Background: an optimization exercise with open tools, aiming at small area. Do not read the settings as production practice.
In this exercise RTL edits were held to simulation tests only and were not proved equivalent to the original.
Power is estimated from default activity; no workload was simulated.

==> sierra: inputs <==
==> flow/design.v (excerpt) <==
module rpi(
	input clk_100mhz,
	input reset,
	input RSTN,
	input [15:0] SW,
	input [3:0] BTN_IN,
	input ps2_clk,
	input ps2_data,
	output [3:0] BTN_OUT,
	output LEDCLK,
	output LEDDT,
	output LEDEN,
	output SEGCLK,
	output SEGDT,
	output SEGEN,
	input SegLedClk,
	output [4:0] SegLedData
 );
==> flow/config.mk <==
export PLATFORM = sky130hd
export DESIGN_NAME = rpi
export DESIGN_NICKNAME = rpi
export VERILOG_FILES = /design/flow/design.v
export SDC_FILE = /design/flow/constraint.sdc
export NUM_CORES = 4
export LEC_CHECK = 0
export CAP_MARGIN = 20
export CORE_MARGIN = 2
export CORE_UTILIZATION = 70
export SLEW_MARGIN = 20
==> flow/constraint.sdc <==
create_clock -name core_clock -period 10.0 [get_ports {clk_100mhz}]
set_input_delay 2.0000 -clock core_clock [delete_from_list [all_inputs] [get_ports {clk_100mhz}]]
set_output_delay 2.0000 -clock core_clock [all_outputs]
set_load 0.01 [all_outputs]
standard.sh (not shown) runs the stock make flow with config.mk's settings and CLKGATE_MAP_FILE= SYNTH_SCRIPT=/design/flow/synth_recipe.tcl, a recipe that flattens the netlist after the stock synthesis.
==> flow/flow/run.sh <==
#!/bin/bash
# Own layout flow: the standard synthesis, then its combinational logic
# re-mapped for area with ABC (the registers are left exactly as synthesised),
# then the standard layout steps with small port buffers and a clock tree
# without dummy loads. Each tool's output goes to a log file in this folder.
set -euo pipefail
W=$(pwd)
R=$W/orfs/results/$FLOW_PLATFORM/rpi/base
LIB=$FLOW_HOME/platforms/$FLOW_PLATFORM/lib/sky130_fd_sc_hd__tt_025C_1v80.lib
YOSYS=$(command -v yosys || true)
[ -n "$YOSYS" ] || YOSYS=$FLOW_HOME/../tools/install/yosys/bin/yosys

bash standard.sh synth > "$W/log_1_standard_synth.log" 2>&1

cp "$R/1_2_yosys.v" "$W/standard_synth.v"
# ABC area scripts, four at a time; the smallest result is kept, then
# re-mapped once more from its own structure
R2="balance;rewrite;refactor;balance;rewrite;rewrite,-z;balance;refactor,-z;rewrite,-z;balance"
AM="strash;dch,-f;amap"
AM3="$AM;$AM;$AM"
AME="$AM,-E,0.01;$AM,-E,0.01;$AM,-E,0.01"
SCRIPTS=("$AM3;topo" "strash;dc2;$R2;$AM3;topo" "strash;$R2;dch,-f;amap,-F,3;topo"
         "strash;ifraig;$R2;$AM3;topo" "$AME;topo" "$AM,-x;$AM,-x;$AM,-x;topo"
         "$AM,-E,0.01,-A,8;$AM,-E,0.01,-A,8;$AM,-E,0.01,-A,8;topo" "strash;dc2;dc2;$AM3;topo")
remap() {  # remap INPUT TAG SCRIPT
    sed -e "s#@LIB@#$LIB#g" -e "s#@IN@#$1#g" -e "s#@OUT@#$W/remap_$2.v#g" \
        -e "s#@SCRIPT@#$3#g" "$W/flow/remap.ys" > "$W/remap_$2.ys"
    "$YOSYS" -q -l "$W/log_2_remap_$2.log" "$W/remap_$2.ys" > /dev/null 2>&1 || true
}
area() { grep 'Chip area' "$W/log_2_remap_$1.log" 2>/dev/null | tail -1 | awk '{print $NF}'; }
best=; best_area=
pick() {
    for t in "$@"; do
        a=$(area "$t")
        [ -n "$a" ] || continue
        if [ -z "$best" ] || awk -v a="$a" -v b="$best_area" 'BEGIN{exit !(a<b)}'; then
            best=$t; best_area=$a
        fi
    done
}
for i in 0 1 2 3; do remap "$W/standard_synth.v" "$i" "${SCRIPTS[$i]}" & done; wait
for i in 4 5 6 7; do remap "$W/standard_synth.v" "$i" "${SCRIPTS[$i]}" & done; wait
pick 0 1 2 3 4 5 6 7
[ -n "$best" ] || { echo "no remapped netlist" >&2; exit 1; }
first=$best
remap "$W/remap_$first.v" "${first}_a" "${SCRIPTS[0]}" &
remap "$W/remap_$first.v" "${first}_b" "${SCRIPTS[4]}" &
wait
pick "${first}_a" "${first}_b"
echo "kept remap_$best.v, area $best_area" > "$W/log_2_remap_choice.log"
cp "$W/remap_$best.v" "$R/1_2_yosys.v"
sed -e "s#@LIB@#$LIB#g" -e "s#@OUT@#$R/1_2_yosys.v#g" "$W/flow/check.ys" > "$W/check.ys"
"$YOSYS" -q -l "$W/log_2_check.log" "$W/check.ys" > /dev/null 2>&1
# the registers must be exactly those of the standard synthesis
flops() { grep -oE 'sky130_fd_sc_hd__[a-z]*df[a-z0-9_]* +[^ ]+' "$1" | sort; }
if ! diff <(flops "$W/standard_synth.v") <(flops "$R/1_2_yosys.v") > "$W/log_2_flops.log"; then
    echo "register set changed" >&2; exit 1
fi

bash standard.sh \
    "CTS_ARGS=-sink_clustering_enable -repair_clock_nets -dont_use_dummy_load -buf_list sky130_fd_sc_hd__clkbuf_4 -sink_clustering_size 10 -sink_clustering_max_diameter 50" \
    "BUFFER_PORTS_ARGS=-buffer_cell sky130_fd_sc_hd__buf_1" \
    finish > "$W/log_3_layout.log" 2>&1
Other scripts of this flow, unchanged in this note and not shown: flow/flow/check.ys, flow/flow/remap.ys
==> inputs of xenon, as changes to sierra <==
==> flow/flow/run.sh (replaced) <==
#!/bin/bash
# Own layout flow: the standard synthesis, then its combinational logic
# re-mapped for area with ABC (the registers are left exactly as synthesised),
# then the standard layout steps with small port buffers and a clock tree
# without dummy loads. Each tool's output goes to a log file in this folder.
set -euo pipefail
W=$(pwd)
R=$W/orfs/results/$FLOW_PLATFORM/rpi/base
LIB=$FLOW_HOME/platforms/$FLOW_PLATFORM/lib/sky130_fd_sc_hd__tt_025C_1v80.lib
YOSYS=$(command -v yosys || true)
[ -n "$YOSYS" ] || YOSYS=$FLOW_HOME/../tools/install/yosys/bin/yosys

bash standard.sh synth > "$W/log_1_standard_synth.log" 2>&1

cp "$R/1_2_yosys.v" "$W/standard_synth.v"
# a few ABC area scripts, run side by side; the smallest result is kept
R2="balance;rewrite;refactor;balance;rewrite;rewrite,-z;balance;refactor,-z;rewrite,-z;balance"
AM3="strash;dch,-f;amap;strash;dch,-f;amap;strash;dch,-f;amap"
SCRIPTS=("$AM3;topo" "strash;dc2;$R2;$AM3;topo" "strash;$R2;dch,-f;amap,-F,3;topo" "strash;ifraig;$R2;$AM3;topo")
for i in 0 1 2 3; do
    sed -e "s#@LIB@#$LIB#g" -e "s#@IN@#$W/standard_synth.v#g" -e "s#@OUT@#$W/remap_$i.v#g" \
        -e "s#@SCRIPT@#${SCRIPTS[$i]}#g" "$W/flow/remap.ys" > "$W/remap_$i.ys"
    "$YOSYS" -q -l "$W/log_2_remap_$i.log" "$W/remap_$i.ys" > /dev/null 2>&1 &
done
wait
best=; best_area=
for i in 0 1 2 3; do
    a=$(grep 'Chip area' "$W/log_2_remap_$i.log" | tail -1 | awk '{print $NF}')
    [ -n "$a" ] || continue
    if [ -z "$best" ] || awk -v a="$a" -v b="$best_area" 'BEGIN{exit !(a<b)}'; then best=$i; best_area=$a; fi
done
[ -n "$best" ] || { echo "no remapped netlist" >&2; exit 1; }
echo "kept remap_$best.v, area $best_area" > "$W/log_2_remap_choice.log"
cp "$W/remap_$best.v" "$R/1_2_yosys.v"
sed -e "s#@LIB@#$LIB#g" -e "s#@OUT@#$R/1_2_yosys.v#g" "$W/flow/check.ys" > "$W/check.ys"
"$YOSYS" -q -l "$W/log_2_check.log" "$W/check.ys" > /dev/null 2>&1
# the registers must be exactly those of the standard synthesis
flops() { grep -oE 'sky130_fd_sc_hd__[a-z]*df[a-z0-9_]* +[^ ]+' "$1" | sort; }
if ! diff <(flops "$W/standard_synth.v") <(flops "$R/1_2_yosys.v") > "$W/log_2_flops.log"; then
    echo "register set changed" >&2; exit 1
fi

bash standard.sh \
    "CTS_ARGS=-sink_clustering_enable -repair_clock_nets -dont_use_dummy_load -buf_list sky130_fd_sc_hd__clkbuf_4 -sink_clustering_size 10 -sink_clustering_max_diameter 50" \
    "BUFFER_PORTS_ARGS=-buffer_cell sky130_fd_sc_hd__buf_1" \
    finish > "$W/log_3_layout.log" 2>&1
==> run notes <==
item	xenon	sierra
Cell count after placement	1314	1309
Share of the core filled with cells	76.8%	76.7%
TritonCTS Buffers	31	34
Met2 Use GR	49.7%	52.0%
Outcome	no timing/DRC/antenna violations	no timing/DRC/antenna violations
Power per standard cell area	159 nW/um2	162 nW/um2
Multi-input combinational gate total	704	695
Highest cell delay on the worst timing path	0.69 ns	0.51 ns
Clock buf/inv share	2.08%	2.28%
Logic depth of the worst setup path including buffers	14	20
Final setup slack of the worst path	3.44 ns	3.11 ns
Iteration count of the initial detailed-routing pass	8	10
Normalized max-slew margin	36.0%	34.5%
Slowest stage cell on the critical path	sky130_fd_sc_hd__o21ai_0	sky130_fd_sc_hd__nor4_2
Largest net degree at the start of global routing	44	58
Number of non-clock inverters in the layout	112	116
Initial core utilization	72.1%	71.8%
Largest vdd supply drop	0.109 mV	0.147 mV
All-layer global routing usage	31.6%	32.8%
Top cell by count, worst path	sky130_fd_sc_hd__nor2_1	sky130_fd_sc_hd__inv_1
DP HPWL	18300 um	18400 um
Combinational Power	0.000144 W	0.000137 W
Seq area share	56.0%	56.1%

==> port drivers added, routing unchanged <==
Ports are ideal in the flow. The routed layouts listed here were re-timed in OpenROAD.
Step 1 (the two cells are an assumption about what drives the block):
set clk [get_ports {clk_100mhz}]
set_driving_cell -lib_cell sky130_fd_sc_hd__clkbuf_16 $clk
set_driving_cell -lib_cell sky130_fd_sc_hd__buf_2 [delete_from_list [all_inputs] $clk]
Step 2, shift: input delay + t, output delay - t, t = (earliest + latest rising clock arrival at the registers) / 2. This alone moves slack from input paths to output paths.
a / b / c = no drivers / after step 1 / after step 2; a / b = the first two.
| run | t, ns | setup slack, ns | worst setup path at the end | slew at the worst register clock pin (ns) | cell pins on the clock port's net |
|---|---|---|---|---|---|
| sierra | 0.661 | 3.109 / 3.069 / 3.730 | register to output | 0.11 / 0.11 | 1 |
| xenon | 0.700 | 3.441 / 3.404 / 4.104 | register to output | 0.11 / 0.11 | 1 |
After both steps setup and hold are still met in every run listed.
